This design comes from an exercise in tuning for small area on the open sky130 flow, not from production work. Only simulation tests tie the RTL to the original design; equivalence was not proved.

==> flow/design.v (outline; a module is shown in full before it is edited, if it fits) <==
// module BTN_IF: 26 lines
// module SamplingCtrl: 64 lines
// module Oscillator: 27 lines
// module SharedMul: 2009 lines
// module Interpolator: 272 lines
// module dds_core: 43 lines
module dds_core (
    input   wire        clk,         
    input   wire        rst_n,       
    input   wire        btn,         
    output  wire [11:0] dac_out,     
    output  wire [2:0]  mode         
);
  // ...
==> flow/run.sh <==
#!/bin/bash
# synth_recipe.tcl (not shown) runs the flow's synth.tcl, then flattens the netlist and writes it again
# the make line also repeats each setting of config.mk as NAME=value (left out here)
make -C /OpenROAD-flow-scripts/flow DESIGN_CONFIG=/design/flow/config.mk WORK_HOME=/design/flow/orfs CLKGATE_MAP_FILE= SYNTH_SCRIPT=/design/flow/synth_recipe.tcl finish
==> flow/config.mk <==
export PLATFORM = sky130hd
export DESIGN_NAME = dds_core
export DESIGN_NICKNAME = dds_core
export VERILOG_FILES = /design/flow/design.v
export SDC_FILE = /design/flow/constraint.sdc
export NUM_CORES = 4
export LEC_CHECK = 0
export CAP_MARGIN = 20
export CORE_MARGIN = 2
export CORE_UTILIZATION = 65
export PLACE_DENSITY = 0.8
export SLEW_MARGIN = 20
==> flow/constraint.sdc <==
create_clock -name core_clock -period 15.0 [get_ports {clk}]
set_input_delay 3.0000 -clock core_clock [delete_from_list [all_inputs] [get_ports {clk}]]
set_output_delay 3.0000 -clock core_clock [all_outputs]
set_load 0.01 [all_outputs]
==> results by group, run 1 <==
Floorplan
  • Core box area: 35,570 um2
  • # rows: a little under 70
  • Die W: approximately 190 um
  • Top-level port count: 18

Critical path
  • Worst r2r path cells: 40
  • Reg2Reg Setup Slack: ~2.2 ns
  • Critical path peak fanout: 8
  • Cell mode on critical path: fa_1
  • Max incr delay on CP: 0.66 ns
  • CP Data Required Time: approximately 15 ns
  • Slowest library cell on the worst path: fa_1

CTS
  • CTS tree: done

Cells and area
  • Clock buffer count: 21
  • Multi-input gate area: roughly 17,000 um2
  • Multi-input logic cell count: ~2.1k
  • Layout cells sized above 1: under 10%
  • ANT cells: 0
  • Total Nets Final: 3,096
  • Count of plain and timing-repair buffers: 81
  • Finished Layout Cells: roughly 3.1k

Detailed routing
  • Pre-Repair DR Iteration Count: 8
  • WL/cell: between 20 and 30 um
  • DRT met1 WL: 31.92 mm

Yosys
  • Largest family of logic cells by synthesized area: adder cells
  • Number of distinct library cells after synthesis: 86
  • Post-Synth Simple-Gate Area: between 10 and 15%
  • Most instantiated cells after synthesis: 293 x inv_1, 259 x fa_1, 244 x nor2_1

Global routing
  • Total congestion overflow: 0
  • Met3 Usage GRT: between 10% and 20%

Job
  • Max Cap Viol: 0

STA
  • Fin Clk Skew: approximately 0.015 ns

Outcome
  • Status: finished clean
==> inputs of run 2 (changes only) <==
--- a/flow/config.mk
+++ b/flow/config.mk
@@ -7,6 +7,6 @@
 export LEC_CHECK = 0
 export CAP_MARGIN = 20
 export CORE_MARGIN = 2
-export CORE_UTILIZATION = 65
-export PLACE_DENSITY = 0.8
+export CORE_UTILIZATION = 40
+export PLACE_DENSITY = 0.6
 export SLEW_MARGIN = 20
==> results by group, run 2 <==
CTS
  • # Post-CTS Setup Buffers: 0 (unchanged)
  • Clock root buffer: clkbuf_16 (unchanged)
  • CTS buffer count: 17 (unchanged)
  • Clk latency of the worst-skew pair: 0.46 ns (was 0.44 ns)
  • Hold_buf cts: 0 (unchanged)
  • CTS tree: done (unchanged)
  • H-tree depth: 4 (unchanged)
  • Clk slew on worst S/H paths: 0.08 ns (was 0.07 ns)
  • Sink Count: 183 (unchanged)
  • CTS resizes: 0 (unchanged)
  • Max clock buf depth: 2 (unchanged)

Critical path
  • CP startpoint kind: flop (unchanged)
  • Worst path arrival time: 13.30 ns (was 13.13 ns)
  • Cell mode on critical path: fa_1 (unchanged)
  • CP Data Required Time: 15.33 ns (about the same)
  • Critical path peak fanout: 8 (unchanged)
  • CP Capture Type: flop (unchanged)
  • Crit path from: m_osc.r_out_1[0] (unchanged)
  • Max incr delay on CP: 0.64 ns (was 0.66 ns)
  • Kind of critical path: flop to flop (unchanged)
  • R2R Path Start: m_osc.r_out_1[0] (unchanged)
  • Slowest library cell on the worst path: a21boi_0 (was fa_1)

Cells and area
  • Area delta synth->final: 7.877% (was 6.207%)
  • Non-Filler Cell Area, Final: 25,290 um2 (was 24,900 um2)
  • Layout cells sized above 1: 6.156% (was 5.818%)
  • Most frequent cells in the layout: 291 x inv_1, 259 x fa_1, 244 x nor2_1 (unchanged)
  • Top Registers: m_osc.r_out_1 x32, m_osc.r_out_2 x32 (unchanged)
  • ANT cells: 0 (unchanged)
  • Commonest non-fill, non-tap cell in the layout: inv_1 (unchanged)
  • Total Nets Final: 3,097 (was 3,096)

Yosys
  • Synth Flop Type: dfrtp_1 (unchanged)
  • Synthesized flop and latch total: 183 (unchanged)
  • Largest family of logic cells by synthesized area: adder cells (unchanged)
  • XOR/XNOR share of the synthesized area: 4.745% (unchanged)
  • Ys Warns: 4 (unchanged)
  • Top-count cell post-synth: inv_1 (unchanged)
  • Synth top area share: 22.12% (unchanged)
  • Synth Area in Compound Gates: 20.24% (unchanged)
  • Top cells by area, synth: fa_1 22%, dfrtp_1 19%, ha_1 11% (unchanged)
  • Gate Count Post-Synth: 2,652 (unchanged)
  • Mapped Area: 23,440 um2 (unchanged)
  • Synth Area per Inst: 8.840 um2 (unchanged)
  • Number of distinct library cells after synthesis: 86 (unchanged)
  • Ys async rst share: 100.0% (unchanged)
  • Largest area contributor in the netlist: fa_1 (unchanged)
  • Syn_nets: 3,114 (unchanged)
  • Post-synth EDFFs: 0 (unchanged)
  • Most instantiated cells after synthesis: 293 x inv_1, 259 x fa_1, 244 x nor2_1 (unchanged)
  • Mux share of post-synthesis cell area: 1.361% (unchanged)
  • Area share of fa/ha/maj cells after synthesis: 32.84% (unchanged)
  • Post-Synth Simple-Gate Area: 14.51% (unchanged)
  • Sequential cell area fraction in the yosys report: 19.55% (unchanged)

Floorplan
  • Core box area: 57,810 um2 (was 35,570 um2)
  • Initial Util: 40.56% (was 65.91%)
  • Die W: 246.1 um (was 193.9 um)
  • # rows: 88 (was 69)
  • Die extent in y: 246.1 um (was 193.9 um)
  • Top-level port count: 18 (unchanged)
  • Die area: 60,560 um2 (was 37,600 um2)

STA
  • Fin Clk Skew: 0.01687 ns (was 0.01543 ns)
  • Worst slew pin tran: 1.096 ns (was 1.221 ns)
  • Setup violations, final: 0 (unchanged)
  • Setup Total Neg Slack: 0 ns (unchanged)
  • RSZ-0062 raised after global routing: no (unchanged)
  • Relative max-transition margin: 26.53% (was 18.35%)
  • Fmax achieved: 77.12 MHz (was 78.11 MHz)
  • Final hold viol count: 0 (unchanged)
  • Fin crit share: 86.45% (was 85.34%)
  • Post-layout minimum cycle time: 12.97 ns (was 12.80 ns)
  • Max Slew Vio Count: 0 (unchanged)

Outcome
  • Status: finished clean (unchanged)

Global routing
  • Largest net degree at the start of global routing: 113 (was 106)
  • Total congestion overflow: 0 (unchanged)
  • Initial antenna violation count: 1 (was 0)
  • GRT Util Overall: 28.87% (was 43.70%)
  • First-pass GRT wire length: 132.4 mm (was 126.3 mm)
  • Vias in the first global route: 21.04k (was 21.60k)

Worst hold path
  • Worst Hold Class: flop to flop (unchanged)
  • Min-delay src: m_BtnIf.rIntBtn[0] (unchanged)

Placed design
  • Number of port buffers: 17 (unchanged)
  • Hpwl dp: 67.21 mm (was 62.65 mm)
  • Area after DPL: 24,650 um2 (was 24,240 um2)
  • Global placement routability congestion: 0.9870 (was 1.059)

Detailed routing
  • Final WL: 86.80 mm (was 81.96 mm)
  • Vias: 20.90k (was 21.70k)
  • Pre-Repair DR Iteration Count: 6 (was 8)
  • Antenna-violating nets left: 0 (unchanged)
  • WL/cell: 25.43 um (was 26.37 um)
  • # DRC: 0 (unchanged)
  • Drt via density: 6.123 (was 6.981)
  • Iteration-0 DRC Markers: 2,619 (was 3,569)

Job
  • Max Cap Viol: 0 (unchanged)
-- run 2: cell counts after synthesis --
Identical to the previous run, type by type.
-- run 2: cells by family after synthesis --
group                      after synthesis
and+or+nand+nor                        746
AOI/OAI and AO/OA                      690
adders and majority gates              460
buffers and inverters                  415
DFF                                    183
xor gates and xnor gates               127
muxes                                   31
-- run 2: metal layers --
layer | vias up | global-route usage (%) | share of wire, %
met2 | 1133 | 44.21 | 44
met1 | 10350 | 41.51 | 44
met4 | 0 | 8.057 | 3.1
met3 | 218 | 5.370 | 9.1
met5 | - | 0 | 0
li1 | 9201 | - | -
-- run 2: worst max-delay path, delay by kind of cell, from the launching register on --
kind | cells | cell delay (ns)
AO/OA/AOI/OAI | 18 | 5.96
adder cells (fa/ha/maj) | 11 | 4.87
buffers and inverters | 4 | 0.54
flip-flops | 1 | 0.40
AND/OR/NAND/NOR | 6 | 0.88
XOR/XNOR | 1 | 0.16
-- run 2: worst paths after layout --
kind | depth (start not counted) | slack [ns] | to
hold reg to reg | 0 | 0.36 | m_BtnIf.rIntBtn[1]
min in group asynchronous | 1 | 2.68 | m_interp.rInterpOut[4]
hold / removal | 0 | 0.36 | m_BtnIf.rIntBtn[1]
max in group asynchronous | 2 | 10.77 | m_samp.rDDSReady
setup / recovery | 40 | 2.03 | m_osc.r_out_1[25]
setup reg to reg | 40 | 2.03 | m_osc.r_out_1[25]
-- run 2: area by class of cell --
type,count,area (um2)
Clock buffer,19,452.9
Clock inverter,13,162.7
Fill cell,5719,32510
Inverter,297,1120
Multi-Input combinational cell,2054,17350
Sequential cell,183,4591
Tap cell,765,957.2
Timing Repair Buffer,82,661.9
-- run 2: stage by stage --
step | setup slack (ns) | cells | util [%] | hold WS, ns
6_report | 2.032 | 3413 | 43.75 | 0.3621
5_1_grt | 1.376 | 3413 | 43.75 | 0.3649
4_1_cts | 2.218 | 3413 | 43.72 | 0.3630
3_5_place_dp | 2.290 | 3381 | 42.65 | 0.3499
3_3_place_gp | 2.438 | 3381 | 42.64 | 0.3501
2_1_floorplan | 4.443 | 2652 | - | 0.3452

afterwards: timing with drivers on the ports:
How much do the figures lean on ideal ports? The routed layouts below were timed once more, with nothing changed but the port constraints. Step 1 assumes that a clkbuf_16 drives the clock port and a buf_2 every other input. Step 2 moves the port delays by t, midway between the first and last clock arrival at a register: inputs arrive t later, outputs are due t later. That takes back most of the time a late clock gives input paths. Three values: ideal ports, drivers, drivers and shift; two values: the first two.
run	shift t [ns]	setup slack, ns	worst setup path at the end	latest minus earliest clock arrival (ns)	cell pins on the clock port's net
run 1	0.488	2.198 / 2.198 / 2.198	register to register	0.016 / 0.016	1
run 2	0.491	2.032 / 2.032 / 2.032	register to register	0.017 / 0.017	1
After both steps setup and hold are still met in every run listed.
